Background: an optimization exercise with open tools, aiming at small area, a short achievable clock period and few clock cycles. Do not read the settings as production practice. The RTL was checked by simulation tests, not by an equivalence proof against the original design. Power figures rest on the tool's default switching activity, not on a simulated workload.

**design/flow/design.v**
```verilog
module mul8bc2(a, b, p, ovf);
	input  [7:0] a, b;
	output [7:0] p;
	output ovf;
	wire t1 = a[0] & b[0];
	wire t2 = a[0] & b[1];
	wire t3 = a[0] & b[2];
	wire t4 = a[0] & b[3];
	wire t5 = a[0] & b[4];
	wire t6 = a[0] & b[5];
	wire t7 = a[0] & b[6];
	wire t8 = a[0] & b[7];
	wire t9 = a[1] & b[0];
	wire t10 = a[1] & b[1];
	wire t11 = a[1] & b[2];
	wire t12 = a[1] & b[3];
	wire t13 = a[1] & b[4];
	wire t14 = a[1] & b[5];
	wire t15 = a[1] & b[6];
	wire t16 = a[2] & b[0];
	wire t17 = a[2] & b[1];
	wire t18 = a[2] & b[2];
	wire t19 = a[2] & b[3];
	wire t20 = a[2] & b[4];
	wire t21 = a[2] & b[5];
	wire t22 = a[3] & b[0];
	wire t23 = a[3] & b[1];
	wire t24 = a[3] & b[2];
	wire t25 = a[3] & b[3];
	wire t26 = a[3] & b[4];
	wire t27 = a[4] & b[0];
	wire t28 = a[4] & b[1];
	wire t29 = a[4] & b[2];
	wire t30 = a[4] & b[3];
	wire t31 = a[5] & b[0];
	wire t32 = a[5] & b[1];
	wire t33 = a[5] & b[2];
	wire t34 = a[6] & b[0];
	wire t35 = a[6] & b[1];
	wire t36 = a[7] & b[0];
	wire t37 = t7 ^ t14;
	wire t38 = t7 & t14;
	wire t39 = t8 ^ t15 ^ t21;
	wire t40 = t26 ^ t30;
	wire t41 = t5 ^ t12;
	wire t42 = t5 & t12;
	wire t43 = t6 ^ t13 ^ t19;
	wire t44 = (t6 & t13) | (t6 & t19) | (t13 & t19);
	wire t45 = t24 ^ t28;
	wire t46 = t24 & t28;
	wire t47 = t20 ^ t25 ^ t29;
	wire t48 = (t20 & t25) | (t20 & t29) | (t25 & t29);
	wire t49 = t32 ^ t34 ^ t37;
	wire t50 = (t32 & t34) | (t32 & t37) | (t34 & t37);
	wire t51 = t33 ^ t35 ^ t36;
	wire t52 = t39 ^ t40 ^ t38;
	wire t53 = t4 ^ t11;
	wire t54 = t4 & t11;
	wire t55 = t18 ^ t23 ^ t27;
	wire t56 = (t18 & t23) | (t18 & t27) | (t23 & t27);
	wire t57 = t31 ^ t43 ^ t45;
	wire t58 = (t31 & t43) | (t31 & t45) | (t43 & t45);
	wire t59 = t47 ^ t49 ^ t44;
	wire t60 = (t47 & t49) | (t47 & t44) | (t49 & t44);
	wire t61 = t51 ^ t52 ^ t48;
	wire t62 = t3 ^ t10;
	wire t63 = t3 & t10;
	wire t64 = t17 ^ t22 ^ t53;
	wire t65 = (t17 & t22) | (t17 & t53) | (t22 & t53);
	wire t66 = t41 ^ t55 ^ t54;
	wire t67 = (t41 & t55) | (t41 & t54) | (t55 & t54);
	wire t68 = t42 ^ t57 ^ t56;
	wire t69 = (t42 & t57) | (t42 & t56) | (t57 & t56);
	wire t70 = t46 ^ t59 ^ t58;
	wire t71 = (t46 & t59) | (t46 & t58) | (t59 & t58);
	wire t72 = t50 ^ t61 ^ t60;
	wire [7:0] ra = {t72, t70, t68, t66, t64, t16, t2, t1};
	wire [7:0] rb = {t71, t69, t67, t65, t63, t62, t9, 1'b0};
	assign p = ra + rb;
	wire [6:0] da = a[7:1] ^ a[6:0];
	wire [6:0] db = b[7:1] ^ b[6:0];
	wire [8:0] ga, gb;
	genvar n;
	generate
		for (n = 0; n < 9; n = n + 1) begin : th
			if (n < 2) begin : lo
				assign ga[n] = 1'b1;
				assign gb[n] = 1'b1;
			end else begin : hi
				assign ga[n] = |da[6:n-2];
				assign gb[n] = |db[6:n-2];
			end
		end
	endgenerate
	wire [8:0] hb = gb & ~{1'b0, gb[8:1]};
	wire ge11 = |(hb[8:3] & {ga[3], ga[4], ga[5], ga[6], ga[7], ga[8]});
	wire ge10 = |(hb[8:2] & {ga[2], ga[3], ga[4], ga[5], ga[6], ga[7], ga[8]});
	wire ge9  = |(hb[8:1] & {ga[1], ga[2], ga[3], ga[4], ga[5], ga[6], ga[7], ga[8]});
	wire sgn = a[7] ^ b[7];
	assign ovf = ge11 | (ge10 & ((p[7] ^ sgn) | (p == 8'd0))) | (ge9 & ~sgn & (p == 8'h80));
endmodule
module coprocessador(
	instruction,
	clk,
	rst,
	wr,
	dataOut,
	incorrect_addr_flag,
	overflow_flag,
	done_flag
);
	input [17:0] instruction;
	input clk, rst, wr;
	output reg [7:0] dataOut;
	output reg incorrect_addr_flag;
	output overflow_flag;
	output done_flag;
	localparam NOP = 3'b000, LOAD = 3'b001, STORE = 3'b010, ADD = 3'b011,
	           SUB = 3'b100, MULE = 3'b101, MULM = 3'b110, RST = 3'b111;
	wire [2:0] opcode = instruction[2:0];
	wire [7:0] scal = instruction[10:3];    
	reg armed;         
	reg done;
	reg clr_pend;      
	reg czero;         
	reg ovf;
	wire start = armed & (opcode != NOP) & ~rst;
	wire op_in = (opcode == ADD) | (opcode == SUB) | (opcode == MULE) | (opcode == MULM);
	wire start_op = start & op_in;
	assign done_flag = done;
	assign overflow_flag = ovf;
	reg is_mulm, is_mule, is_add, is_sub;
	reg act1;                  
	reg [4:0] j1, k1;          
	reg [4:0] sb;              
	reg [7:0] xq [0:4];
	reg [7:0] yq;
	wire last1 = is_mulm ? (j1[4] & k1[4]) : j1[4];
	wire first1 = ~is_mulm | k1[0];
	wire [4:0] kn = is_mulm ? {k1[3:0], k1[4]} : 5'b00001;
	wire [4:0] jn = (is_mulm & ~k1[4]) ? j1 : {j1[3:0], j1[4]};
	always @(posedge clk) begin
		if (rst) begin
			armed <= 1'b1;
			done <= 1'b0;
			clr_pend <= 1'b0;
			act1 <= 1'b0;
		end else begin
			armed <= (opcode == NOP);
			clr_pend <= start & (opcode == RST);
			if (start) begin
				done <= ~op_in;
			end else if (act1 & last1) begin
				done <= 1'b1;
			end
			if (start_op) begin
				act1 <= 1'b1;
			end else if (last1) begin
				act1 <= 1'b0;
			end
		end
		if (~act1) begin
			is_mulm <= (opcode == MULM);
			is_mule <= (opcode == MULE);
			is_add <= (opcode == ADD);
			is_sub <= (opcode == SUB);
		end
		if (act1) begin
			j1 <= jn;
			k1 <= kn;
			sb <= (is_mulm & kn[4]) ? {jn[3:0], jn[4]} : jn;
		end else begin
			j1 <= 5'b00001;
			k1 <= 5'b00001;
			sb <= 5'b00001;
		end
	end
	wire ld_in = (opcode == LOAD);
	wire st_in = (opcode == STORE);
	wire bad_in = ld_in ? ((instruction[5:3] > 3'd4) | (instruction[8:6] > 3'd4)) :
	                      ((instruction[6:4] > 3'd4) | (instruction[9:7] > 3'd4));
	always @(posedge clk) begin
		incorrect_addr_flag <= ((ld_in | st_in) & bad_in) | ((opcode == NOP) & incorrect_addr_flag);
	end
	reg [7:0] A [0:4][0:4];
	reg [7:0] B [0:4][0:4];
	wire clear = rst | clr_pend;
	wire [7:0] wdata = instruction[17:10] & {8{~clear}};
	wire st_ok = st_in & wr;
	genvar r, c;
	generate
		for (r = 0; r < 5; r = r + 1) begin : gr
			for (c = 0; c < 5; c = c + 1) begin : gc
				wire hit = st_ok & (instruction[9:7] == r) & (instruction[6:4] == c);
				always @(posedge clk) begin
					if (clear | (hit & ~instruction[3])) A[r][c] <= wdata;
					if (clear | (hit & instruction[3])) B[r][c] <= wdata;
				end
			end
		end
	endgenerate
	reg [7:0] C [0:4][0:4];
	always @(posedge clk) begin
		if (rst | (start & (opcode == RST))) czero <= 1'b1;
		else if (act1) czero <= 1'b0;
	end
	wire [4:0] lrow, lcol;
	generate
		for (c = 0; c < 5; c = c + 1) begin : ld
			assign lrow[c] = (instruction[8:6] == c);
			assign lcol[c] = (instruction[5:3] == c);
		end
	endgenerate
	wire [4:0] lrowg = lrow & {5{ld_in & ~czero}};
	reg [7:0] lrowv [0:4];
	reg [7:0] lval;
	integer i, k;
	always @(*) begin
		lval = dataOut & {8{opcode == NOP}};
		for (i = 0; i < 5; i = i + 1) begin
			lrowv[i] = 8'd0;
			for (k = 0; k < 5; k = k + 1)
				lrowv[i] = lrowv[i] | (C[i][k] & {8{lcol[k]}});
			lval = lval | (lrowv[i] & {8{lrowg[i]}});
		end
	end
	always @(posedge clk) begin
		dataOut <= lval;
	end
	wire [4:0] sa = ~act1 ? 5'b00001 : is_mulm ? kn : jn;    
	reg [7:0] acol [0:4];
	reg [7:0] bcol [0:4];
	reg [7:0] bnext;
	always @(*) begin
		bnext = 8'd0;
		for (i = 0; i < 5; i = i + 1) begin
			acol[i] = 8'd0;
			bcol[i] = 8'd0;
			for (k = 0; k < 5; k = k + 1) begin
				acol[i] = acol[i] | (A[i][k] & {8{sa[k]}});
				bcol[i] = bcol[i] | (B[i][k] & {8{sb[k]}});
			end
			bnext = bnext | (bcol[i] & {8{k1[(i + 4) % 5]}});
		end
	end
	always @(posedge clk) begin
		for (i = 0; i < 5; i = i + 1) xq[i] <= acol[i];
		if (~act1)
			yq <= (opcode == MULM) ? B[0][0] : (opcode == MULE) ? scal : 8'd1;
		else
			yq <= is_mulm ? bnext : is_mule ? scal : 8'd1;
	end
	wire [4:0] mov;
	wire [7:0] prod [0:4];
	wire [4:0] aov;
	wire [4:0] b80;
	generate
		for (r = 0; r < 5; r = r + 1) begin : lane
			mul8bc2 m(xq[r], yq, prod[r], mov[r]);
			wire [7:0] left = is_mulm ? (first1 ? 8'd0 : C[r][4]) :
			                  is_add ? bcol[r] : is_sub ? ~bcol[r] : 8'd0;
			wire [7:0] sum = left + prod[r] + {7'd0, is_sub};
			assign aov[r] = (left[7] == prod[r][7]) & (sum[7] != left[7]);
			assign b80[r] = is_sub & (bcol[r] == 8'h80);
			always @(posedge clk) begin
				if (act1) begin
					if (first1) begin
						C[r][0] <= C[r][1];
						C[r][1] <= C[r][2];
						C[r][2] <= C[r][3];
						C[r][3] <= C[r][4];
					end
					C[r][4] <= sum;
				end
			end
		end
	endgenerate
	always @(posedge clk) begin
		if (start_op) ovf <= 1'b0;
		else if (act1) ovf <= ovf | (|mov) | (|aov) | (|b80);
	end
endmodule
```
**design/flow/flow/run.sh**
```bash
#!/bin/bash
# The standard layout with these changes:
#  - after the standard synthesis, its combinational logic is mapped again by
#    abc with an area-recovering script (flow/reabc.tcl, flow/area.abc); the
#    flip-flops, tie cells and adder cells stay as the standard synthesis made
#    them, with their names;
#  - plain buffers (instead of delay cells) on the ports;
#  - a clock tree without dummy loads.
set -euo pipefail
R="$PWD/orfs/results/${FLOW_PLATFORM}/coprocessador/base"
CTS='-sink_clustering_enable -repair_clock_nets -sink_clustering_size 30 -sink_clustering_max_diameter 60 -buf_list {sky130_fd_sc_hd__clkbuf_8 sky130_fd_sc_hd__clkbuf_16} -dont_use_dummy_load'
ARGS=(SETUP_SLACK_MARGIN=15 'BUFFER_PORTS_ARGS=-buffer_cell sky130_fd_sc_hd__buf_4' "CTS_ARGS=$CTS")
bash standard.sh "${ARGS[@]}" "$R/1_2_yosys.v" > flow_synth.log 2>&1
cp "$R/1_2_yosys.v" "$R/1_2_yosys_standard.v"
REABC_LIB="${FLOW_HOME}/platforms/${FLOW_PLATFORM}/lib/sky130_fd_sc_hd__tt_025C_1v80.lib" \
REABC_IN="$R/1_2_yosys_standard.v" REABC_OUT="$R/1_2_yosys.v" REABC_TOP="$FLOW_TOP" \
REABC_SCRIPT="$PWD/flow/area.abc" \
  yosys -c flow/reabc.tcl > flow_reabc.log 2>&1
bash standard.sh "${ARGS[@]}" finish > flow_make.log 2>&1
```
**design/flow/flow/area.abc**
```
strash
&get -n
&dch -f
&nf -R 1000
&put
```
**design/flow/flow/reabc.tcl**
```tcl
# Re-maps the combinational logic of the standard synthesis for area.
# The flip-flops (and tie cells) are kept as they are, with their names.
yosys -import
set lib $::env(REABC_LIB)
read_liberty -ignore_miss_func $lib
set keep {}
# flip-flops, tie cells and the standard synthesis's adder cells stay as they are
foreach c [list dfxtp_1 edfxtp_1 conb_1 fa_1 ha_1] { lappend keep sky130_fd_sc_hd__$c }
blackbox {*}$keep
read_verilog $::env(REABC_IN)
hierarchy -top $::env(REABC_TOP)
flatten
opt_clean -purge
# cell definitions (as black boxes) for the cells abc puts back
read_liberty -lib -nooverwrite $lib
abc -liberty $lib -script $::env(REABC_SCRIPT) -dont_use sky130_fd_sc_hd__fa_1 -dont_use sky130_fd_sc_hd__fa_2 -dont_use sky130_fd_sc_hd__fa_4 -dont_use sky130_fd_sc_hd__fah_1 -dont_use sky130_fd_sc_hd__fahcin_1 -dont_use sky130_fd_sc_hd__fahcon_1 -dont_use sky130_fd_sc_hd__ha_1 -dont_use sky130_fd_sc_hd__ha_2 -dont_use sky130_fd_sc_hd__ha_4 -dont_use sky130_fd_sc_hd__lpflow_bleeder_1 -dont_use sky130_fd_sc_hd__lpflow_clkbufkapwr_1 -dont_use sky130_fd_sc_hd__lpflow_clkbufkapwr_16 -dont_use sky130_fd_sc_hd__lpflow_clkbufkapwr_2 -dont_use sky130_fd_sc_hd__lpflow_clkbufkapwr_4 -dont_use sky130_fd_sc_hd__lpflow_clkbufkapwr_8 -dont_use sky130_fd_sc_hd__lpflow_clkinvkapwr_1 -dont_use sky130_fd_sc_hd__lpflow_clkinvkapwr_16 -dont_use sky130_fd_sc_hd__lpflow_clkinvkapwr_2 -dont_use sky130_fd_sc_hd__lpflow_clkinvkapwr_4 -dont_use sky130_fd_sc_hd__lpflow_clkinvkapwr_8 -dont_use sky130_fd_sc_hd__lpflow_decapkapwr_12 -dont_use sky130_fd_sc_hd__lpflow_decapkapwr_3 -dont_use sky130_fd_sc_hd__lpflow_decapkapwr_4 -dont_use sky130_fd_sc_hd__lpflow_decapkapwr_6 -dont_use sky130_fd_sc_hd__lpflow_decapkapwr_8 -dont_use sky130_fd_sc_hd__lpflow_inputiso0n_1 -dont_use sky130_fd_sc_hd__lpflow_inputiso0p_1 -dont_use sky130_fd_sc_hd__lpflow_inputiso1n_1 -dont_use sky130_fd_sc_hd__lpflow_inputiso1p_1 -dont_use sky130_fd_sc_hd__lpflow_inputisolatch_1 -dont_use sky130_fd_sc_hd__lpflow_isobufsrc_1 -dont_use sky130_fd_sc_hd__lpflow_isobufsrc_16 -dont_use sky130_fd_sc_hd__lpflow_isobufsrc_2 -dont_use sky130_fd_sc_hd__lpflow_isobufsrc_4 -dont_use sky130_fd_sc_hd__lpflow_isobufsrc_8 -dont_use sky130_fd_sc_hd__lpflow_isobufsrckapwr_16 -dont_use sky130_fd_sc_hd__lpflow_lsbuf_lh_hl_isowell_tap_1 -dont_use sky130_fd_sc_hd__lpflow_lsbuf_lh_hl_isowell_tap_2 -dont_use sky130_fd_sc_hd__lpflow_lsbuf_lh_hl_isowell_tap_4 -dont_use sky130_fd_sc_hd__lpflow_lsbuf_lh_isowell_4 -dont_use sky130_fd_sc_hd__lpflow_lsbuf_lh_isowell_tap_1 -dont_use sky130_fd_sc_hd__lpflow_lsbuf_lh_isowell_tap_2 -dont_use sky130_fd_sc_hd__lpflow_lsbuf_lh_isowell_tap_4 -dont_use sky130_fd_sc_hd__probe_p_8 -dont_use sky130_fd_sc_hd__probec_p_8 
opt_clean -purge
setundef -zero
splitnets
opt_clean -purge
hilomap -singleton -hicell sky130_fd_sc_hd__conb_1 HI -locell sky130_fd_sc_hd__conb_1 LO
insbuf -buf sky130_fd_sc_hd__buf_4 A X
check -assert
stat -liberty $lib
write_verilog -noattr -nohex -nodec $::env(REABC_OUT)
```
**design/flow/standard.sh**
```bash
#!/bin/bash
# synth_recipe.tcl (not shown) runs the flow's synth.tcl, then flattens the netlist and writes it again
# the make line also repeats each setting of config.mk as NAME=value (left out here)
make -C /OpenROAD-flow-scripts/flow DESIGN_CONFIG=/design/flow/config.mk WORK_HOME=/design/flow/orfs CLKGATE_MAP_FILE= SYNTH_SCRIPT=/design/flow/synth_recipe.tcl "${@:-finish}"
```
**design/flow/config.mk**
```make
export PLATFORM = sky130hd
export DESIGN_NAME = coprocessador
export DESIGN_NICKNAME = coprocessador
export VERILOG_FILES = /design/flow/design.v
export SDC_FILE = /design/flow/constraint.sdc
export NUM_CORES = 8
export LEC_CHECK = 0
export CAP_MARGIN = 10
export CORE_MARGIN = 2
export CORE_UTILIZATION = 65
export CTS_BUF_LIST = sky130_fd_sc_hd__clkbuf_8 sky130_fd_sc_hd__clkbuf_16
export CTS_CLUSTER_DIAMETER = 60
export CTS_CLUSTER_SIZE = 30
export PLACE_DENSITY = 0.75
export SLEW_MARGIN = 10
export TNS_END_PERCENT = 5
```
**design/flow/constraint.sdc**
```tcl
create_clock -name core_clock -period 20.0 [get_ports {clk}]
set_input_delay 4.0000 -clock core_clock [delete_from_list [all_inputs] [get_ports {clk}]]
set_output_delay 4.0000 -clock core_clock [all_outputs]
set_load 0.01 [all_outputs]
```
==> results of run 1 <==
==> registers in the layout, summed over array words and instances, names as in the netlist, 5 cells and up <==
| signal | flops |
|---|---|
| A | 200 |
| B | 200 |
| C | 200 |
| dataOut | 8 |
| j1 | 5 |
| k1 | 5 |
| sb | 5 |
| xq | 40 |
| yq | 8 |
==> stage by stage <==
stage / instance area (µm²) / cells / power (mW) / hold WS (ps)
5_1_grt: 35810 / 3226 / 3.606 / 447.7
3_3_place_gp: 33220 / 3149 / 2.631 / 429.2
3_5_place_dp: 33220 / 3149 / 2.661 / 434.0
4_1_cts: 35020 / 3200 / 3.429 / 439.9
2_1_floorplan: 31960 / 2466 / 2.378 / 418.2
6_report: 35810 / 3226 / 3.485 / 441.1
==> final cells by class <==
cell class	count	area, µm²
clock buffers	40	1001
fillers	3106	12840
inverters	130	504.2
multi-input cells	1651	12640
flip-flops and latches	682	19720
well taps	622	778.2
repair buffers	101	1161
==> cell usage in the layout, fill, tap and decap left out, types with 25 or more instances in the layout <==
cell,instances
sky130_fd_sc_hd__clkinv_1,128
sky130_fd_sc_hd__edfxtp_1,604
sky130_fd_sc_hd__mux2i_1,48
sky130_fd_sc_hd__clkbuf_16,46
sky130_fd_sc_hd__a222oi_1,86
sky130_fd_sc_hd__dfxtp_1,67
sky130_fd_sc_hd__and2_0,97
sky130_fd_sc_hd__a22oi_2,31
sky130_fd_sc_hd__fa_1,65
sky130_fd_sc_hd__o21ai_4,45
sky130_fd_sc_hd__a22oi_1,127
sky130_fd_sc_hd__a21oi_1,134
sky130_fd_sc_hd__nand2_1,296
sky130_fd_sc_hd__o21ai_0,86
sky130_fd_sc_hd__nand3_1,25
sky130_fd_sc_hd__xnor2_1,91
sky130_fd_sc_hd__ha_1,84
sky130_fd_sc_hd__nor2_1,66
sky130_fd_sc_hd__xor2_1,39
sky130_fd_sc_hd__buf_4,63
==> per-layer routing <==
metal / share of wire / GRT usage / vias to the layer above
li1: - / - / 9691
met2: 0.47 / 0.5497 / 1434
met3: 0.11 / 0.06180 / 232
met4: 0.043 / 0.1263 / 0
met1: 0.38 / 0.4813 / 11060
met5: 0 / 0 / -
==> where the power goes <==
group / switching (mW) / internal, mW / total [mW] / leakage [nW]
Clock: 0.424 / 0.356 / 0.780 / 0.493
Sequential: 0.105 / 1.71 / 1.82 / 6.72
Combinational: 0.549 / 0.336 / 0.885 / 5.52
Total: 1.08 / 2.41 / 3.48 / 12.7
==> worst paths after layout <==
check / start / endpoint / slack, ps
worst min register to register: C[3][4] / C[2][4] / 440
worst min-delay path: C[3][4] / C[2][4] / 440
worst max register to register: yq[4] / ovf / 15110
worst max-delay path: rst / A[24][4] / 14900
==> timing repair <==
action                                  CTS  global route
resized for setup                       132           115
pin swaps                                 8            24
endpoints found under the setup margin  821           819
cloned                                    5             9
buffers inserted                          6            16
==> flow_summary_export.csv, run 1 <==
group,metric,value,unit
outcome,outcome,"finished clean",
clocking,cts_max_path_buffers,3,
global_route,via_count_of_the_first_global_routing_pass,21390,
clocking,path_clk_slew,80,ps
clocking,sink_count_of_the_clock_tree,682,
sta,worstMarginPinSlew,1065,ps
sta,finClkSkew,128.4,ps
global_route,track_usage,0.3449,
drt,route.antenna.remaining_nets,0,
sta,finalMaxSlewViolations,0,
yosys,mean_cell_area_of_the_mapped_netlist,12.90,µm²
yosys,synthesis.area,31810,µm²
pwr,power.leakage,12.73,nW
sta,slew-limit-headroom,0.2899,
sta,rsz0062_at_grt,"yes",
floorplan,std_cell_rows,81,
worst_setup_path,crit_arrival,5420,ps
sta,fin_tns_setup,0,ps
cells_and_area,drive_above_1_share,0.1202,
clocking,tritoncts_clock_tree,"yes",
cells_and_area,insertedDiodeCount,0,
global_route,initial_antenna_violation_count,0,
clocking,clock-root-buffer,"sky130_fd_sc_hd__clkbuf_16",
worst_setup_path,crit_buf_inv,3,
worst_setup_path,crit_type,"input pin to flip-flop",
worst_setup_path,critPathSlowestCell,"sky130_fd_sc_hd__buf_6",
drt,drc_errors,0,
floorplan,die_h,225.2,µm
floorplan,effective_utilization_at_floorplan,0.6540,
sta,finalCriticalPeriod,5099,ps
cells_and_area,post-route-util,0.7361,
placement,place.port_buffers,31,
drt,drt-wirelength-per-cell,27.60,µm
floorplan,num_io_pins,32,
drt,initialDrtViolationCount,3388,
worst_setup_path,worst_path_largest_cell_delay,360,ps
sta,post_layout_worst_setup_margin,14900,ps
min_path,timing.hold.worst.class,"flip-flop to flip-flop",
global_route,grt-ovfl-total,0,
clocking,cts_inserted_buffers,40,
floorplan,core_area,48650,µm²
global_route,maximum_number_of_pins_on_one_net_before_global_route_repair,86,
min_path,timing.hold.worst_path_depth,0,
sta,final-setup-viol-count,0,
sta,fmax,0.1961,GHz
global_route,grt_first_pass_wirelength,130500,µm
drt,firstDrtPassIters,10,
sta,hold_viol_final,0,
clocking,h-tree-depth,2,
yosys,netlist_instances,2466,
worst_setup_path,cp-end-kind,"flip-flop",
clocking,cts_hold_repair.buffers,0,
floorplan,die_width,225.2,µm
pwr,irDropWorstVdd,94.80,µV
worst_setup_path,worstSetupPathDepth,5,
floorplan,fp.dieArea,50730,µm²
worst_setup_path,crit_path_max_fanout,50,
worst_setup_path,critical_path.startpoint_type,"input pin",
drt,viasPerCell,6.949,
worst_setup_path,critical_path_required,20320,ps
placement,place.gp.congestion,1.034,
cells_and_area,flow.area_growth_from_synthesis,12.56,%
cells_and_area,layout.nets,2777,
placement,place_worst_setup_slack,13390,ps
yosys,synth-warning-count,15,
drt,routed_wl,89020,µm
sta,min_period_over_period,0.2550,
placement,hpwl,56400,µm
worst_setup_path,timing.critical_path.max_delay_family,"buffers and inverters",
clocking,worstSkewPairLatency,630,ps
worst_setup_path,path_cells,"buf_4 > nor2_4 > buf_16 > and2_2 > buf_6",
worst_setup_path,worstRegToRegCells,18,
pwr,power_density,97.31,nW/µm²
drt,routed-via-count,22420,
job,drv_cap,0,
Testbench counts, summed over its fixed seeds: cycles 27,000.
==> inputs of run 2 (changes only) <==
--- a/design/flow/config.mk
+++ b/design/flow/config.mk
@@ -15,2 +15,2 @@
 export SLEW_MARGIN = 10
-export TNS_END_PERCENT = 5
+export TNS_END_PERCENT = 20
==> run 2 against run 1 <==
Cell count fell by 0.28%. Largest cell class unchanged. Hold slack lost 12 ps. Still clean on timing, DRC and antenna. Via count shrank 0.72%.
==> flow_summary_export.csv, run 2 <==
group,metric,value,unit
worst_setup_path,critical_path.startpoint_type,"flip-flop",
drt,drt-wirelength-per-cell,27.58,µm
clocking,cts_hold_repair.buffers,0,
clocking,h-tree-depth,2,
cells_and_area,flow.area_growth_from_synthesis,11.52,%
drt,routed_wl,88710,µm
cells_and_area,top_regs,"A (200), B (200), C (200)",
placement,hpwl,57010,µm
pwr,irDropWorstVdd,115.4,µV
clocking,cts_inserted_buffers,41,
yosys,netlist_instances,2466,
drt,drc_errors,0,
floorplan,num_io_pins,32,
sta,min_period_over_period,0.2617,
global_route,via_count_of_the_first_global_routing_pass,21280,
drt,viasPerCell,6.919,
worst_setup_path,timing.critical_path.max_delay_family,"flip-flops",
worst_setup_path,critical_path_required,16000,ps
worst_setup_path,cp-end-kind,"output pin",
clocking,cts_max_path_buffers,3,
sta,fmax,0.1910,GHz
clocking,clock-root-buffer,"sky130_fd_sc_hd__clkbuf_16",
clocking,sink_count_of_the_clock_tree,682,
floorplan,std_cell_rows,81,
pwr,power.internal,2.402,mW
cells_and_area,layout.nets,2767,
sta,finClkSkew,84.77,ps
drt,initialDrtViolationCount,3313,
min_path,timing.hold.worst.class,"flip-flop to flip-flop",
floorplan,die_h,225.2,µm
worst_setup_path,critPathSlowestCell,"sky130_fd_sc_hd__dfxtp_1",
sta,worstMarginPinSlew,1220,ps
floorplan,core_area,48650,µm²
cells_and_area,layout.cells.most_common_list,"sky130_fd_sc_hd__edfxtp_1, sky130_fd_sc_hd__nand2_1, sky130_fd_sc_hd__a21oi_1",
global_route,grt-ovfl-total,0,
yosys,synth-warning-count,15,
outcome,outcome,"finished clean",
worst_setup_path,path_cells,"buf_4",
sta,slew-limit-headroom,0.1865,
worst_setup_path,worst_path_largest_cell_delay,480,ps
sta,hold_viol_final,0,
worst_setup_path,crit_path_max_fanout,2,
placement,place.port_buffers,31,
sta,rsz0062_at_grt,"yes",
sta,fin_tns_setup,0,ps
pwr,p_sw_frac,0.3069,
drt,route.antenna.remaining_nets,0,
yosys,mean_cell_area_of_the_mapped_netlist,12.90,µm²
sta,finalCriticalPeriod,5235,ps
drt,routed-via-count,22260,
sta,finalMaxSlewViolations,0,
worst_setup_path,crit_buf_inv,1,
floorplan,die_width,225.2,µm
floorplan,fp.dieArea,50730,µm²
worst_setup_path,timing.reg2reg.setup_slack,15050,ps
pwr,power_density,97.70,nW/µm²
global_route,maximum_number_of_pins_on_one_net_before_global_route_repair,82,
cells_and_area,fillCellCount,3156,
global_route,initial_antenna_violation_count,2,
global_route,grt_first_pass_wirelength,130500,µm
pwr,power.share.clock,0.228,
pwr,p_comb_frac,0.247,
clocking,path_clk_slew,70,ps
global_route,track_usage,0.3459,
cells_and_area,drive_above_1_share,0.1060,
job,drv_cap,0,
placement,place.gp.congestion,1.009,
pwr,power.leakage,12.66,nW
pwr,p_total,3.466,mW
drt,firstDrtPassIters,12,
worst_setup_path,crit_arrival,1230,ps
clocking,worstSkewPairLatency,600,ps
pwr,p_seq_frac,0.525,
yosys,synthesis.area,31810,µm²
floorplan,effective_utilization_at_floorplan,0.6540,
cells_and_area,final_common_cell,"sky130_fd_sc_hd__edfxtp_1",
clocking,tritoncts_clock_tree,"yes",
worst_setup_path,crit_type,"flip-flop to output pin",
sta,final-setup-viol-count,0,
pwr,switchingPower,1.064,mW
## run 2: changes by cell type in the layout (fill, tap and decap cells not counted), sizes merged
cell    before  now
buf         92   86
clkbuf      48   44
clkinv     129  128
diode        0    1
inv          0    1
## run 2: worst paths after layout
check | start | to | cells after the start
worst max-delay path | done | done_flag | 1
worst max register to register | xq[4][0] | ovf | 17
worst min register to register | C[16][7] | C[15][7] | 0
worst min-delay path | C[16][7] | C[15][7] | 0
## run 2: through the flow
step	instances	hold WS, ps	setup WS, ps	util	area (µm²)
6_report	3217	429.0	14770	0.7293	35480
5_1_grt	3216	438.2	14610	0.7293	35480
4_1_cts	3196	418.8	14700	0.7192	34990
3_5_place_dp	3143	435.7	13380	0.6821	33180
3_3_place_gp	3143	429.2	13460	0.6821	33180
2_1_floorplan	2466	418.2	14360	-	31970
## run 2: power groups by stage
| stage | Clock (mW) | Sequential, mW | Combinational, mW |
|---|---|---|---|
| after global placement | 0 | 1.84 | 0.787 |
| after floorplan | 0 | 1.81 | 0.568 |
| after CTS | 0.791 | 1.82 | 0.830 |
| final | 0.791 | 1.82 | 0.856 |
| after detailed placement | 0 | 1.85 | 0.811 |
| after global routing | 0.840 | 1.83 | 0.923 |
## run 2: area by class of cell
class | instances | area [µm²] | share of cell area
clock buffers | 41 | 1026 | 0.02892
inverters | 130 | 499.2 | 0.01407
well taps | 622 | 778.2 | 0.02194
multi-input cells | 1651 | 12550 | 0.3538
flip-flops and latches | 682 | 19710 | 0.5555
diodes | 1 | 2.502 | 0.00007053
repair buffers | 90 | 914.6 | 0.02578
## run 2: layer usage
layer | wire [µm] | global-route usage
met4 | 3459 | 0.1192
met1 | 33870 | 0.4914
met2 | 41620 | 0.5489
met5 | 10 | 0
met3 | 9751 | 0.05737
## run 2: repair_timing
item / CTS / global route
endpoints found under the setup margin: 788 / 695
gates resized for setup: 122 / 76
buffers inserted: 9 / 11
gates cloned: 3 / 9
pin swaps: 10 / 17
==> inputs of run 3 (changes only) <==
--- a/design/flow/config.mk
+++ b/design/flow/config.mk
@@ -15,2 +15 @@
 export SLEW_MARGIN = 10
-export TNS_END_PERCENT = 20
==> run 3 against run 2 <==
Clock power shrank 0.5%. Synthesized cell count is the same. Still clean. Critical path type unchanged. Largest power group unchanged. Total power grew 0.22%. Global-route usage grew 0.81 points. First-iteration DRC count grew 9.7%. Critical endpoint unchanged. Register-to-register slack gained 50 ps. Setup slack gained 140 ps. Flip-flop and latch count is the same. Non-clock buffer count shrank 5.
==> flow_summary_export.csv, run 3 <==
group,metric,value,unit
sta,slew-limit-headroom,0.2225,
cells_and_area,area.sequential,19720,µm²
outcome,outcome,"finished clean",
cells_and_area,drive_above_1_share,0.1109,
worst_setup_path,critPathSlowestCell,"sky130_fd_sc_hd__dfxtp_4",
cells_and_area,flow.area_growth_from_synthesis,12.16,%
floorplan,std_cell_rows,81,
clocking,cts_inserted_buffers,40,
worst_setup_path,critical_path.startpoint_type,"flip-flop",
worst_setup_path,crit_path_max_fanout,2,
clocking,cts_max_path_buffers,3,
cells_and_area,layout.cells.most_common_list,"sky130_fd_sc_hd__edfxtp_1, sky130_fd_sc_hd__nand2_1, sky130_fd_sc_hd__a22oi_1",
worst_setup_path,crit_type,"flip-flop to output pin",
floorplan,core_area,48650,µm²
drt,route.antenna.remaining_nets,0,
cells_and_area,insertedDiodeCount,0,
cells_and_area,final_common_cell,"sky130_fd_sc_hd__edfxtp_1",
sta,finClkSkew,83.86,ps
global_route,track_usage,0.3541,
pwr,power_density,97.35,nW/µm²
sta,final-setup-viol-count,0,
pwr,irDropWorstVdd,101.5,µV
yosys,netlist_instances,2466,
clocking,clock-root-buffer,"sky130_fd_sc_hd__clkbuf_16",
worst_setup_path,worst_path_largest_cell_delay,390,ps
placement,placed_area,33330,µm²
drt,routed_wl,90520,µm
worst_setup_path,path_cells,"buf_6",
placement,hpwl,55900,µm
cells_and_area,multiInputGateArea,12700,µm²
floorplan,effective_utilization_at_floorplan,0.6540,
global_route,maximum_number_of_pins_on_one_net_before_global_route_repair,86,
pwr,power.leakage,12.74,nW
global_route,grt-ovfl-total,0,
placement,place.gp.congestion,1.008,
sta,rsz0062_at_grt,"yes",
cells_and_area,layout.nets,2769,
cells_and_area,final_area,35680,µm²
global_route,initial_antenna_violation_count,2,
cells_and_area,fillCellCount,3095,
floorplan,die_width,225.2,µm
drt,drc_errors,0,
worst_setup_path,crit_arrival,1090,ps
clocking,cts_hold_repair.buffers,0,
sta,min_period_over_period,0.2547,
floorplan,die_h,225.2,µm
global_route,via_count_of_the_first_global_routing_pass,21490,
worst_setup_path,timing.reg2reg.setup_slack,15100,ps
sta,fin_tns_setup,0,ps
clocking,worstSkewPairLatency,610,ps
drt,drt-wirelength-per-cell,28.13,µm
drt,viasPerCell,6.958,
yosys,synthesis.area,31810,µm²
clocking,sink_count_of_the_clock_tree,682,
drt,routed-via-count,22390,
worst_setup_path,timing.critical_path.max_delay_family,"flip-flops",
clocking,path_clk_slew,100,ps
drt,firstDrtPassIters,10,
sta,fmax,0.1963,GHz
worst_setup_path,cp-end-kind,"output pin",
sta,finalMaxSlewViolations,0,
clocking,tritoncts_clock_tree,"yes",
sta,worstMarginPinSlew,1166,ps
yosys,synth-warning-count,15,
worst_setup_path,critical_path_required,16000,ps
job,drv_cap,0,
clocking,h-tree-depth,2,
floorplan,fp.dieArea,50730,µm²
cells_and_area,top_regs,"A (200), B (200), C (200)",
global_route,grt_first_pass_wirelength,132700,µm
pwr,p_total,3.474,mW
sta,hold_viol_final,0,
sta,finalCriticalPeriod,5093,ps
worst_setup_path,crit_buf_inv,1,
floorplan,num_io_pins,32,
placement,place.port_buffers,31,
drt,initialDrtViolationCount,3636,
min_path,timing.hold.worst.class,"flip-flop to flip-flop",
yosys,mean_cell_area_of_the_mapped_netlist,12.90,µm²
[run 3: per-stage QoR]
stage	utilization	std cells	setup WS, ps	hold slack (ps)
after global placement	0.6852	3140	13420	428.2
after global routing	0.7335	3218	14890	427.7
after CTS	0.7274	3208	14900	421.8
final	0.7335	3218	14910	422.2
after floorplan	-	2466	14390	418.2
after detailed placement	0.6852	3140	13360	433.3
[run 3: where the power goes]
group / internal [mW] / switching, mW / total, mW
Sequential: 1.71 / 0.102 / 1.82
Combinational: 0.329 / 0.542 / 0.872
Clock: 0.356 / 0.431 / 0.787
Total: 2.40 / 1.07 / 3.47
[run 3: cell type report]
type / instances / share of cell area
clock buffers: 40 / 0.02805
inverters: 130 / 0.01410
multi-input cells: 1659 / 0.3559
flip-flops and latches: 682 / 0.5527
well taps: 622 / 0.02181
repair buffers: 85 / 0.02738
[run 3: routing by layer]
metal	share of wire	global-route usage	vias to the layer above
met1	0.37	0.4782	10960
met4	0.045	0.1404	2
met3	0.11	0.07823	264
met2	0.47	0.5650	1494
li1	-	-	9672
met5	0.00012	0	-
[run 3: final timing paths]
path,startpoint,to,depth (start not counted)
min,C[13][7],C[12][7],0
max,done,done_flag,1
min reg2reg,C[13][7],C[12][7],0
max reg2reg,yq[5],ovf,17
[run 3: what timing repair did]
action / in CTS / in global routing
setup endpoints to repair: 820 / 390
setup buffers: 15 / 7
pin swaps: 23 / 9
gates resized for setup: 158 / 36
cloned: 13 / 3
==> inputs of run 4 (changes only) <==
--- a/design/flow/config.mk
+++ b/design/flow/config.mk
@@ -13,2 +13,3 @@
 export CTS_CLUSTER_SIZE = 30
+export GPL_ROUTABILITY_DRIVEN = 0
 export PLACE_DENSITY = 0.75
==> run 4 against run 3 <==
Maximum frequency grew 0.32%. Count of clock-buffer cells in the layout up 1. Synthesized area stayed put. Non-clock buffer count up 4. Clock power is essentially flat. Design area increased by 0.20%. Critical endpoint unchanged. Largest cell class unchanged.
==> flow_summary_export.csv, run 4 <==
group,metric,value,unit
sta,min_period_over_period,0.2538,
global_route,track_usage,0.3509,
job,drv_cap,0,
global_route,grt-ovfl-total,0,
floorplan,core_area,48650,µm²
cells_and_area,layout.cells.most_common_list,"sky130_fd_sc_hd__edfxtp_1, sky130_fd_sc_hd__nand2_1, sky130_fd_sc_hd__a22oi_1",
min_path,timing.hold.worst.class,"flip-flop to flip-flop",
drt,firstDrtPassIters,9,
worst_setup_path,crit_path_max_fanout,2,
placement,hpwl,55450,µm
pwr,irDropWorstVdd,91.14,µV
worst_setup_path,cp-end-kind,"output pin",
global_route,maximum_number_of_pins_on_one_net_before_global_route_repair,97,
sta,final-setup-viol-count,0,
global_route,grt_most_used_layer,"met2",
drt,routed_wl,88450,µm
worst_setup_path,timing.reg2reg.setup_slack,15170,ps
drt,drc_errors,0,
clocking,worstSkewPairLatency,640,ps
min_path,timing.hold.worst_path_depth,0,
floorplan,fp.dieArea,50730,µm²
clocking,sink_count_of_the_clock_tree,682,
min_path,worstHoldEndpoint,"C[5][0]",
sta,finClkSkew,119.7,ps
cells_and_area,drive_above_1_share,0.1158,
sta,finalMaxSlewViolations,0,
cells_and_area,post-route-util,0.7350,
clocking,tritoncts_clock_tree,"yes",
global_route,grt_first_pass_wirelength,132200,µm
cells_and_area,layout.nets,2773,
clocking,clock-root-buffer,"sky130_fd_sc_hd__clkbuf_16",
worst_setup_path,path_cells,"buf_6",
sta,worst_hold_slack_across_all_endpoints,417.2,ps
global_route,via_count_of_the_first_global_routing_pass,21280,
outcome,outcome,"finished clean",
sta,hold_viol_final,0,
cells_and_area,top_regs,"A (200), B (200), C (200)",
cells_and_area,final_common_cell,"sky130_fd_sc_hd__edfxtp_1",
worst_setup_path,critical_path.startpoint_type,"flip-flop",
floorplan,die_h,225.2,µm
worst_setup_path,timing.critical_path.max_delay_family,"flip-flops",
drt,routed-via-count,22330,
drt,drt-wirelength-per-cell,27.44,µm
worst_setup_path,critical_path_required,16000,ps
cells_and_area,flow.area_growth_from_synthesis,12.39,%
worst_setup_path,crit_type,"flip-flop to output pin",
floorplan,num_io_pins,32,
global_route,global_route.usage.met1,0.4878,
clocking,cts_max_path_buffers,3,
drt,route.antenna.remaining_nets,0,
floorplan,effective_utilization_at_floorplan,0.6540,
placement,place.port_buffers,31,
yosys,synthesis.area,31810,µm²
worst_setup_path,rr_startpoint,"yq[5]",
pwr,power.leakage,12.77,nW
yosys,mean_cell_area_of_the_mapped_netlist,12.90,µm²
worst_setup_path,critPathSlowestCell,"sky130_fd_sc_hd__dfxtp_4",
worst_setup_path,crit_arrival,1080,ps
yosys,synth-warning-count,15,
floorplan,die_width,225.2,µm
sta,worstMarginPinSlew,1204,ps
floorplan,std_cell_rows,81,
worst_setup_path,worst_path_largest_cell_delay,390,ps
sta,fmax,0.1970,GHz
clocking,cts_inserted_buffers,41,
worst_setup_path,crit_buf_inv,1,
clocking,h-tree-depth,2,
sta,slew-limit-headroom,0.1971,
sta,rsz0062_at_grt,"yes",
global_route,initial_antenna_violation_count,1,
clocking,path_clk_slew,110,ps
global_route,met2_usage,0.5540,
pwr,power_density,97.46,nW/µm²
min_path,min-delay-start,"C[6][0]",
sta,finalCriticalPeriod,5077,ps
global_route,met3_usage,0.06871,
drt,viasPerCell,6.928,
yosys,netlist_instances,2466,
worst_setup_path,worstRegToRegCells,17,
drt,initialDrtViolationCount,3756,
worst_setup_path,critical_r2r_capture,"ovf",
sta,fin_tns_setup,0,ps
run 4: what timing repair did:
item,4_1_cts,5_1_grt
hold endpoints to repair,0,0
pin swaps,20,16
cloned,13,1
setup buffers,19,8
endpoints found under the setup margin,820,368
hold buffers,0,0
gates resized for setup,158,46
run 4: layout make-up:
cell class / count / area (µm²)
flip-flops and latches: 682 / 19730
diodes: 1 / 2.502
repair buffers: 89 / 1012
fillers: 3090 / 12890
well taps: 622 / 778.2
clock buffers: 41 / 1026
inverters: 130 / 501.7
multi-input cells: 1658 / 12710
run 4: worst max-delay path by stage:
stage / start / end / slack (ps) / cells after the start
global route: dataOut[4] / dataOut[4] / 14900 / 1
floorplan: instruction[1] / B[11][0] / 14390 / 4
global placement: instruction[3] / B[16][2] / 13450 / 4
detailed placement: instruction[3] / B[6][3] / 13320 / 4
finish: done / done_flag / 14920 / 1
CTS: done / done_flag / 14900 / 1
run 4: where the power goes:
group	switching [mW]	total, mW	internal, mW	leakage (nW)
combinational	0.540	0.877	0.337	5.55
clock	0.426	0.790	0.364	0.505
sequential	0.104	1.82	1.71	6.72
total	1.07	3.48	2.42	12.8
run 4: per-layer routing:
metal | part of all wire | vias up
met5 | 0 | -
met4 | 0.040 | 0
met3 | 0.12 | 214
met2 | 0.47 | 1541
met1 | 0.37 | 10900
li1 | - | 9677
run 4: through the flow:
| step | setup slack (ps) | std cells | power (mW) | instance area (µm²) |
|---|---|---|---|---|
| after floorplan | 14390 | 2466 | 2.385 | 32140 |
| after global placement | 13450 | 3140 | 2.626 | 33330 |
| after detailed placement | 13320 | 3140 | 2.654 | 33330 |
| after CTS | 14900 | 3213 | 3.446 | 35410 |
| after global routing | 14900 | 3222 | 3.618 | 35750 |
| final | 14920 | 3223 | 3.485 | 35760 |
==> inputs of run 5 (changes only) <==
--- a/design/flow/config.mk
+++ b/design/flow/config.mk
@@ -13,4 +13,3 @@
 export CTS_CLUSTER_SIZE = 30
-export GPL_ROUTABILITY_DRIVEN = 0
-export PLACE_DENSITY = 0.75
+export PLACE_DENSITY = 0.85
 export SLEW_MARGIN = 10
==> run 5 against run 4 <==
Still clean. Wire length is 8.1% higher. Hold slack better by 2.4 ps. Highest routed layer is now met5. Register-to-register slack lost 30 ps. Via count up 5.4%. Total power grew 0.76%. Maximum frequency decreased by 0.50%. Critical path depth up 7. Count of clock-buffer cells in the layout shrank 2. Largest cell class unchanged.
==> flow_summary_export.csv, run 5 <==
group,metric,value,unit
sta,worst_hold_slack_across_all_endpoints,419.7,ps
global_route,grt_first_pass_wirelength,138500,µm
worst_setup_path,crit_path_max_fanout,8,
drt,drc_errors,0,
cells_and_area,drive_above_1_share,0.1214,
clocking,clock-root-buffer,"sky130_fd_sc_hd__clkbuf_16",
sta,slew-limit-headroom,0.1591,
min_path,timing.hold.worst.class,"flip-flop to flip-flop",
placement,hpwl,55200,µm
worst_setup_path,critical_path_required,20490,ps
clocking,worstSkewPairLatency,630,ps
floorplan,fp.dieArea,50730,µm²
worst_setup_path,crit_type,"input pin to flip-flop",
global_route,initial_antenna_violation_count,3,
cells_and_area,layout.cells.most_common_list,"sky130_fd_sc_hd__edfxtp_1, sky130_fd_sc_hd__nand2_1, sky130_fd_sc_hd__a22oi_1",
floorplan,std_cell_rows,81,
sta,min_period_over_period,0.2551,
cells_and_area,layout.nets,2785,
sta,worstMarginPinSlew,1261,ps
drt,viasPerCell,7.268,
worst_setup_path,crit_arrival,5600,ps
drt,routed_wl,95590,µm
cells_and_area,flow.area_growth_from_synthesis,12.80,%
global_route,grt-ovfl-total,0,
sta,fin_tns_setup,0,ps
global_route,via_count_of_the_first_global_routing_pass,22580,
pwr,power_density,97.84,nW/µm²
cells_and_area,post-route-util,0.7377,
pwr,power.leakage,12.83,nW
clocking,cts_hold_repair.buffers,0,
sta,post_layout_worst_setup_margin,14900,ps
drt,drt-wirelength-per-cell,29.51,µm
worst_setup_path,critical_path.startpoint_type,"input pin",
yosys,mean_cell_area_of_the_mapped_netlist,12.90,µm²
sta,finalCriticalPeriod,5102,ps
drt,initialDrtViolationCount,4218,
sta,final-setup-viol-count,0,
global_route,track_usage,0.3694,
floorplan,effective_utilization_at_floorplan,0.6540,
sta,finClkSkew,108.0,ps
sta,fmax,0.1960,GHz
yosys,synth-warning-count,15,
clocking,tritoncts_clock_tree,"yes",
job,drv_cap,0,
floorplan,die_h,225.2,µm
sta,hold_viol_final,0,
drt,routed-via-count,23540,
clocking,cts_max_path_buffers,3,
sta,rsz0062_at_grt,"yes",
yosys,synthesis.area,31810,µm²
pwr,irDropWorstVdd,100.5,µV
clocking,h-tree-depth,2,
placement,place.port_buffers,31,
floorplan,die_width,225.2,µm
clocking,path_clk_slew,90,ps
drt,route.antenna.remaining_nets,0,
placement,place_worst_setup_slack,13200,ps
pwr,p_total,3.511,mW
floorplan,core_area,48650,µm²
sta,finalMaxSlewViolations,0,
yosys,netlist_instances,2466,
drt,firstDrtPassIters,10,
placement,place.gp.congestion,1.084,
floorplan,num_io_pins,32,
clocking,cts_inserted_buffers,39,
cells_and_area,top_regs,"A (200), B (200), C (200)",
clocking,sink_count_of_the_clock_tree,682,
cells_and_area,final_common_cell,"sky130_fd_sc_hd__edfxtp_1",
global_route,maximum_number_of_pins_on_one_net_before_global_route_repair,85,
worst_setup_path,cp-end-kind,"flip-flop",
outcome,outcome,"finished clean",
-- run 5: changes by cell type in the layout (fill, tap and decap cells not counted), moves of 2 or more --
cell | previous run | this run
sky130_fd_sc_hd__nand2_4 | 10 | 8
sky130_fd_sc_hd__a21oi_1 | 120 | 118
sky130_fd_sc_hd__a21oi_2 | 32 | 34
sky130_fd_sc_hd__a22oi_1 | 152 | 148
sky130_fd_sc_hd__and2_2 | 2 | 5
sky130_fd_sc_hd__diode_2 | 1 | 5
sky130_fd_sc_hd__nor2b_4 | 6 | 9
sky130_fd_sc_hd__buf_4 | 51 | 55
sky130_fd_sc_hd__buf_12 | 16 | 18
sky130_fd_sc_hd__a22oi_2 | 6 | 10
-- run 5: critical path, cell delays in order --
cell                       delay, ps
sky130_fd_sc_hd__buf_12           80
sky130_fd_sc_hd__nor2b_2         220
sky130_fd_sc_hd__nor3b_4         270
sky130_fd_sc_hd__nor2b_4         250
sky130_fd_sc_hd__nand3b_1        110
sky130_fd_sc_hd__buf_4           210
sky130_fd_sc_hd__o21ai_0         260
sky130_fd_sc_hd__or3_1           170
-- run 5: final timing paths --
| path | start | endpoint | slack, ps | cells past startpoint |
|---|---|---|---|---|
| max reg2reg | xq[0][0] | ovf | 15140 | 15 |
| max | instruction[0] | dataOut[5] | 14900 | 8 |
| min | C[12][2] | C[11][2] | 420 | 0 |
| min reg2reg | C[12][2] | C[11][2] | 420 | 0 |
-- run 5: layout make-up --
cell class                 instances  area, µm²
multi-input combinational       1664      12780
inverter                         130      501.7
antenna                            5      12.51
fill                            2931      12760
tap                              622      778.2
clock buffer                      39      975.9
timing repair buffer              97       1119
sequential                       682      19720
-- run 5: report_power, final --
group / total [mW] / internal [mW] / switching [mW] / leakage, nW
Combinational: 0.900 / 0.338 / 0.562 / 5.63
Clock: 0.789 / 0.348 / 0.441 / 0.481
Sequential: 1.82 / 1.71 / 0.107 / 6.72
-- run 5: repair_timing --
item / 4_1_cts / 5_1_grt
gates resized for setup: 165 / 43
pin swaps: 18 / 18
cloned: 18 / 2
setup endpoints to repair: 821 / 258
setup buffers: 20 / 17
-- run 5: per-layer routing --
metal | global-route usage | up-vias | part of all wire
li1 | - | 9707 | -
met1 | 0.4868 | 11370 | 0.34
met2 | 0.5794 | 2041 | 0.46
met3 | 0.07523 | 423 | 0.13
met4 | 0.2079 | 4 | 0.067
met5 | 0 | - | 0.00022
-- run 5: through the flow --
step | cells | instance area (µm²)
floorplan | 2466 | 32140
global placement | 3138 | 33320
detailed placement | 3138 | 33320
CTS | 3215 | 35440
global route | 3234 | 35870
finish | 3239 | 35890
==> inputs of run 6 (changes only) <==
--- a/design/flow/flow/run.sh
+++ b/design/flow/flow/run.sh
@@ -11,3 +11,3 @@
 CTS='-sink_clustering_enable -repair_clock_nets -sink_clustering_size 30 -sink_clustering_max_diameter 60 -buf_list {sky130_fd_sc_hd__clkbuf_8 sky130_fd_sc_hd__clkbuf_16} -dont_use_dummy_load'
-ARGS=(SETUP_SLACK_MARGIN=15 'BUFFER_PORTS_ARGS=-buffer_cell sky130_fd_sc_hd__buf_4' "CTS_ARGS=$CTS")
+ARGS=(SETUP_SLACK_MARGIN=14.95 'BUFFER_PORTS_ARGS=-buffer_cell sky130_fd_sc_hd__buf_4' "CTS_ARGS=$CTS")
 bash standard.sh "${ARGS[@]}" "$R/1_2_yosys.v" > flow_synth.log 2>&1
--- a/design/flow/config.mk
+++ b/design/flow/config.mk
@@ -13,3 +13,3 @@
 export CTS_CLUSTER_SIZE = 30
-export PLACE_DENSITY = 0.85
+export PLACE_DENSITY = 0.75
 export SLEW_MARGIN = 10
==> run 6 against run 5 <==
Global-route usage decreased by 1.6 points. Clock power decreased by 0.9%. Largest cell class unchanged. Still clean. Critical path type is now flip-flop to output pin. Synthesized cell count unchanged. Largest power group unchanged. Highest routed layer unchanged.
==> flow_summary_export.csv, run 6 <==
group,metric,value,unit
floorplan,die_width,225.2,µm
clocking,path_clk_slew,100,ps
global_route,grt_most_used_layer,"met2",
sta,finalMaxSlewViolations,0,
worst_setup_path,critical_path.startpoint_type,"flip-flop",
pwr,p_total,3.471,mW
sta,fin_tns_setup,0,ps
clocking,tritoncts_clock_tree,"yes",
global_route,met3_usage,0.07771,
worst_setup_path,cp-end-kind,"output pin",
clocking,clock-root-buffer,"sky130_fd_sc_hd__clkbuf_16",
placement,place.gp.congestion,1.008,
worst_setup_path,timing.critical_path.max_delay_family,"flip-flops",
global_route,grt_first_pass_wirelength,132600,µm
pwr,power.internal,2.401,mW
worst_setup_path,crit_arrival,1090,ps
global_route,track_usage,0.3533,
cells_and_area,final_area,35540,µm²
drt,drc_errors,0,
global_route,grt-ovfl-total,0,
cells_and_area,drive_above_1_share,0.1103,
floorplan,num_io_pins,32,
sta,rsz0062_at_grt,"yes",
yosys,synth-warning-count,15,
drt,initialDrtViolationCount,3657,
cells_and_area,post-route-util,0.7305,
cells_and_area,final-instance-count-excl-fill,3216,
drt,routed_wl,89710,µm
sta,post_layout_worst_setup_margin,14910,ps
global_route,via_count_of_the_first_global_routing_pass,21380,
worst_setup_path,critPathSlowestCell,"sky130_fd_sc_hd__dfxtp_4",
sta,worstMarginPinSlew,1201,ps
drt,routed-via-count,22430,
floorplan,effective_utilization_at_floorplan,0.6540,
global_route,met2_usage,0.5588,
cells_and_area,insertedDiodeCount,0,
cells_and_area,flow.area_growth_from_synthesis,11.70,%
worst_setup_path,worst_path_largest_cell_delay,380,ps
worst_setup_path,critical_path_required,16000,ps
global_route,initial_antenna_violation_count,2,
min_path,timing.hold.worst.class,"flip-flop to flip-flop",
cells_and_area,top_regs,"A (200), B (200), C (200)",
clocking,sink_count_of_the_clock_tree,682,
sta,slew-limit-headroom,0.1994,
placement,placed_area,33330,µm²
pwr,p_seq_frac,0.523,
global_route,maximum_number_of_pins_on_one_net_before_global_route_repair,86,
cells_and_area,layout.cells.most_common_list,"sky130_fd_sc_hd__edfxtp_1, sky130_fd_sc_hd__nand2_1, sky130_fd_sc_hd__a22oi_1",
yosys,synthesis.area,31810,µm²
pwr,irDropWorstVdd,100.8,µV
sta,min_period_over_period,0.2545,
cells_and_area,final_common_cell,"sky130_fd_sc_hd__edfxtp_1",
floorplan,std_cell_rows,81,
clocking,cts_max_path_buffers,3,
cells_and_area,multiInputGateArea,12660,µm²
outcome,outcome,"finished clean",
sta,worst_hold_slack_across_all_endpoints,423.9,ps
sta,hold_viol_final,0,
drt,firstDrtPassIters,14,
pwr,p_comb_frac,0.252,
pwr,power.leakage,12.69,nW
placement,place_worst_setup_slack,13360,ps
yosys,mean_cell_area_of_the_mapped_netlist,12.90,µm²
drt,drt-wirelength-per-cell,27.89,µm
sta,fmax,0.1964,GHz
worst_setup_path,crit_path_max_fanout,2,
clocking,h-tree-depth,2,
floorplan,die_h,225.2,µm
worst_setup_path,crit_buf_inv,1,
cells_and_area,layout.nets,2767,
sta,final-setup-viol-count,0,
clocking,cts_inserted_buffers,40,
yosys,netlist_instances,2466,
pwr,power.share.clock,0.225,
pwr,p_sw_frac,0.3081,
floorplan,core_area,48650,µm²
pwr,switchingPower,1.069,mW
drt,viasPerCell,6.974,
sta,finClkSkew,81.01,ps
floorplan,fp.dieArea,50730,µm²
job,drv_cap,0,
cells_and_area,fillCellCount,3112,
clocking,worstSkewPairLatency,600,ps
placement,place.port_buffers,31,
placement,place.detailed.instances,3140,
worst_setup_path,crit_type,"flip-flop to output pin",
pwr,power_density,97.66,nW/µm²
sta,finalCriticalPeriod,5091,ps
placement,hpwl,55900,µm
worst_setup_path,path_cells,"buf_6",
clocking,cts_hold_repair.buffers,0,
cells_and_area,area.sequential,19720,µm²
drt,route.antenna.remaining_nets,0,
global_route,global_route.usage.met1,0.4793,
## run 6: layer usage
| layer | up-vias | routed length [µm] |
|---|---|---|
| li1 | 9673 | - |
| met4 | 2 | 4226 |
| met1 | 10980 | 33440 |
| met5 | - | 8 |
| met3 | 279 | 9979 |
| met2 | 1500 | 42050 |
## run 6: repair_timing
item                                   in CTS  in global routing
setup endpoints to repair                 819                533
pin swaps                                  16                 17
endpoints found under the hold margin       0                  0
gates resized for setup                   133                 52
gates cloned                               14                  2
setup buffers                               9                 10
## run 6: area by class of cell
| class | instances | area share |
|---|---|---|
| Timing Repair Buffer | 82 | 0.02465 |
| Tap cell | 622 | 0.02190 |
| Sequential cell | 682 | 0.5550 |
| Clock buffer | 40 | 0.02817 |
| Inverter | 130 | 0.01412 |
| Multi-Input combinational cell | 1660 | 0.3562 |
## run 6: final timing paths
kind / start / slack [ps] / end / cells past startpoint
max reg2reg: xq[3][0] / 15170 / ovf / 16
min reg2reg: C[13][7] / 420 / C[12][7] / 0
max: dataOut[7] / 14910 / dataOut[7] / 1
min: C[13][7] / 420 / C[12][7] / 0
## run 6: power groups by stage
stage | combinational, mW | clock [mW] | sequential (mW)
finish | 0.874 | 0.782 | 1.81
global route | 0.945 | 0.830 | 1.83
CTS | 0.839 | 0.782 | 1.81
detailed placement | 0.813 | 0 | 1.85
global placement | 0.792 | 0 | 1.84
floorplan | 0.572 | 0 | 1.81
==> inputs of run 7 (changes only) <==
--- a/design/flow/flow/run.sh
+++ b/design/flow/flow/run.sh
@@ -11,3 +11,3 @@
 CTS='-sink_clustering_enable -repair_clock_nets -sink_clustering_size 30 -sink_clustering_max_diameter 60 -buf_list {sky130_fd_sc_hd__clkbuf_8 sky130_fd_sc_hd__clkbuf_16} -dont_use_dummy_load'
-ARGS=(SETUP_SLACK_MARGIN=14.95 'BUFFER_PORTS_ARGS=-buffer_cell sky130_fd_sc_hd__buf_4' "CTS_ARGS=$CTS")
+ARGS=(REMOVE_ABC_BUFFERS=1 SETUP_SLACK_MARGIN=15 'BUFFER_PORTS_ARGS=-buffer_cell sky130_fd_sc_hd__buf_4' "CTS_ARGS=$CTS")
 bash standard.sh "${ARGS[@]}" "$R/1_2_yosys.v" > flow_synth.log 2>&1
==> run 7 against run 6 <==
Still clean on timing, DRC and antenna. Flip-flop and latch count unchanged. Synthesized area unchanged. Cell count about the same. Synthesized cell count is the same. Setup slack got worse by 20 ps. First-iteration DRC count down 13%. Critical path depth did not move.
==> flow_summary_export.csv, run 7 <==
group,metric,value,unit
drt,drc_errors,0,
worst_setup_path,critPathSlowestCell,"sky130_fd_sc_hd__dfxtp_4",
floorplan,die_h,225.2,µm
sta,slew-limit-headroom,0.1837,
drt,routed_wl,88360,µm
cells_and_area,final-instance-count-excl-fill,3219,
cells_and_area,final_common_cell,"sky130_fd_sc_hd__edfxtp_1",
sta,finalCriticalPeriod,5110,ps
job,drv_cap,0,
global_route,grt-ovfl-total,0,
drt,route.antenna.remaining_nets,0,
drt,viasPerCell,6.891,
min_path,min-delay-start,"C[23][7]",
worst_setup_path,worstRegToRegCells,17,
yosys,synthesis.area,31810,µm²
drt,initialDrtViolationCount,3164,
floorplan,num_io_pins,32,
worst_setup_path,critical_path.startpoint_type,"flip-flop",
global_route,track_usage,0.3484,
clocking,tritoncts_clock_tree,"yes",
floorplan,fp.dieArea,50730,µm²
floorplan,std_cell_rows,81,
clocking,h-tree-depth,2,
worst_setup_path,critical_path_required,16000,ps
sta,post_layout_worst_setup_margin,14890,ps
pwr,p_total,3.505,mW
worst_setup_path,cp-end-kind,"output pin",
pwr,power.leakage,12.76,nW
worst_setup_path,timing.critical_path.max_delay_family,"flip-flops",
yosys,mean_cell_area_of_the_mapped_netlist,12.90,µm²
worst_setup_path,crit_buf_inv,1,
sta,fmax,0.1957,GHz
cells_and_area,top_regs,"A (200), B (200), C (200)",
worst_setup_path,crit_type,"flip-flop to output pin",
global_route,initial_antenna_violation_count,5,
drt,routed-via-count,22180,
placement,hpwl,57310,µm
pwr,power_density,97.88,nW/µm²
global_route,grt_first_pass_wirelength,131700,µm
placement,place.detailed.instances,3152,
floorplan,effective_utilization_at_floorplan,0.6540,
min_path,timing.hold.worst.class,"flip-flop to flip-flop",
sta,fin_tns_setup,0,ps
yosys,netlist_instances,2466,
worst_setup_path,timing.reg2reg.setup_slack,15150,ps
cells_and_area,final_area,35810,µm²
worst_setup_path,crit_path_max_fanout,2,
placement,placed_area,33130,µm²
cells_and_area,post-route-util,0.7362,
worst_setup_path,path_cells,"buf_6",
cells_and_area,layout.cells.most_common_list,"sky130_fd_sc_hd__edfxtp_1, sky130_fd_sc_hd__nand2_1, sky130_fd_sc_hd__a21oi_1, sky130_fd_sc_hd__a22oi_1, sky130_fd_sc_hd__clkinv_1",
cells_and_area,flow.area_growth_from_synthesis,12.57,%
placement,place.port_buffers,31,
drt,drt-wirelength-per-cell,27.45,µm
drt,firstDrtPassIters,11,
yosys,synth-warning-count,15,
sta,worstMarginPinSlew,1224,ps
sta,final-setup-viol-count,0,
sta,worst_hold_slack_across_all_endpoints,416.7,ps
clocking,clock-root-buffer,"sky130_fd_sc_hd__clkbuf_16",
floorplan,core_area,48650,µm²
sta,finalMaxSlewViolations,0,
worst_setup_path,worst_path_largest_cell_delay,400,ps
sta,finClkSkew,108.4,ps
sta,hold_viol_final,0,
worst_setup_path,critical_r2r_capture,"ovf",
sta,min_period_over_period,0.2555,
floorplan,die_width,225.2,µm
clocking,cts_inserted_buffers,42,
outcome,outcome,"finished clean",
worst_setup_path,crit_arrival,1110,ps
pwr,irDropWorstVdd,104.0,µV
placement,place_worst_setup_slack,13310,ps
clocking,path_clk_slew,90,ps
cells_and_area,drive_above_1_share,0.1167,
clocking,sink_count_of_the_clock_tree,682,
global_route,maximum_number_of_pins_on_one_net_before_global_route_repair,98,
clocking,cts_hold_repair.buffers,0,
min_path,timing.hold.worst_path_depth,0,
clocking,worstSkewPairLatency,620,ps
placement,place.gp.congestion,0.9591,
global_route,via_count_of_the_first_global_routing_pass,21700,
clocking,cts_max_path_buffers,3,
sta,rsz0062_at_grt,"yes",
worst_setup_path,rr_startpoint,"yq[5]",
min_path,worstHoldEndpoint,"C[22][7]",
cells_and_area,layout.nets,2770,
cells_and_area,insertedDiodeCount,0,
-- run 7: layout make-up --
| class | count | area, µm² |
|---|---|---|
| flip-flops and latches | 682 | 19730 |
| fillers | 3126 | 12830 |
| multi-input cells | 1647 | 12660 |
| repair buffers | 96 | 1100 |
| clock buffers | 42 | 1051 |
| well taps | 622 | 778.2 |
| inverters | 130 | 494.2 |
-- run 7: layer usage --
layer,part of all wire,vias up,global-route usage
met5,0.00060,-,0
met4,0.045,8,0.1395
met3,0.10,248,0.06349
met2,0.47,1362,0.5517
met1,0.38,10910,0.4835
li1,-,9659,-
-- run 7: worst max path at each step --
| stage | to | slack (ps) | from | cells after the start |
|---|---|---|---|---|
| 2_1_floorplan | xq[0][6] | 9270 | act1 | 5 |
| 3_3_place_gp | A[24][0] | 13450 | instruction[7] | 4 |
| 3_5_place_dp | A[24][7] | 13310 | instruction[7] | 4 |
| 4_1_cts | done_flag | 14870 | done | 1 |
| 5_1_grt | done_flag | 14870 | done | 1 |
| 6_report | done_flag | 14890 | done | 1 |
-- run 7: what timing repair did --
item	in CTS	in global routing
gates resized for setup	253	82
pin swaps	15	29
gates cloned	4	3
endpoints found under the setup margin	820	343
buffers inserted	15	3
-- run 7: report_power, final --
part           internal, mW  switching, mW
Combinational         0.343          0.548
Clock                 0.372          0.426
Sequential             1.72          0.101
Total                  2.43           1.07

==> port drivers added, routing unchanged <==
How much do the figures lean on ideal ports? The routed layouts below were timed once more, with nothing changed but the port constraints. Step 1 sets driving cells, clkbuf_16 on the clock port and buf_2 on the other inputs (assumed; they add their load-dependent delay and slew). Step 2, shift: input delay + t, output delay - t, t = (earliest + latest rising clock arrival at the registers) / 2. This alone moves slack from input paths to output paths. a / b / c = no drivers / after step 1 / after step 2; a / b = the first two.
run | t (ns) | setup WS [ns] | worst data-port slew with drivers (ns)
run 1 | 0.620 | 14.901 / 14.855 / 14.307 | 0.14
run 2 | 0.619 | 14.765 / 14.705 / 14.204 | 0.08
run 3 | 0.627 | 14.907 / 14.849 / 14.358 | 0.07
run 4 | 0.640 | 14.923 / 14.864 / 14.330 | 0.06
run 5 | 0.623 | 14.898 / 14.849 / 14.265 | 0.19
run 6 | 0.621 | 14.909 / 14.851 / 14.330 | 0.07
run 7 | 0.617 | 14.890 / 14.833 / 14.372 | 0.07
After both steps setup and hold are still met in every run listed. For run 5, which loses most, drivers alone change the setup slack by -0.049 ns; drivers and shift together by -0.633 ns.
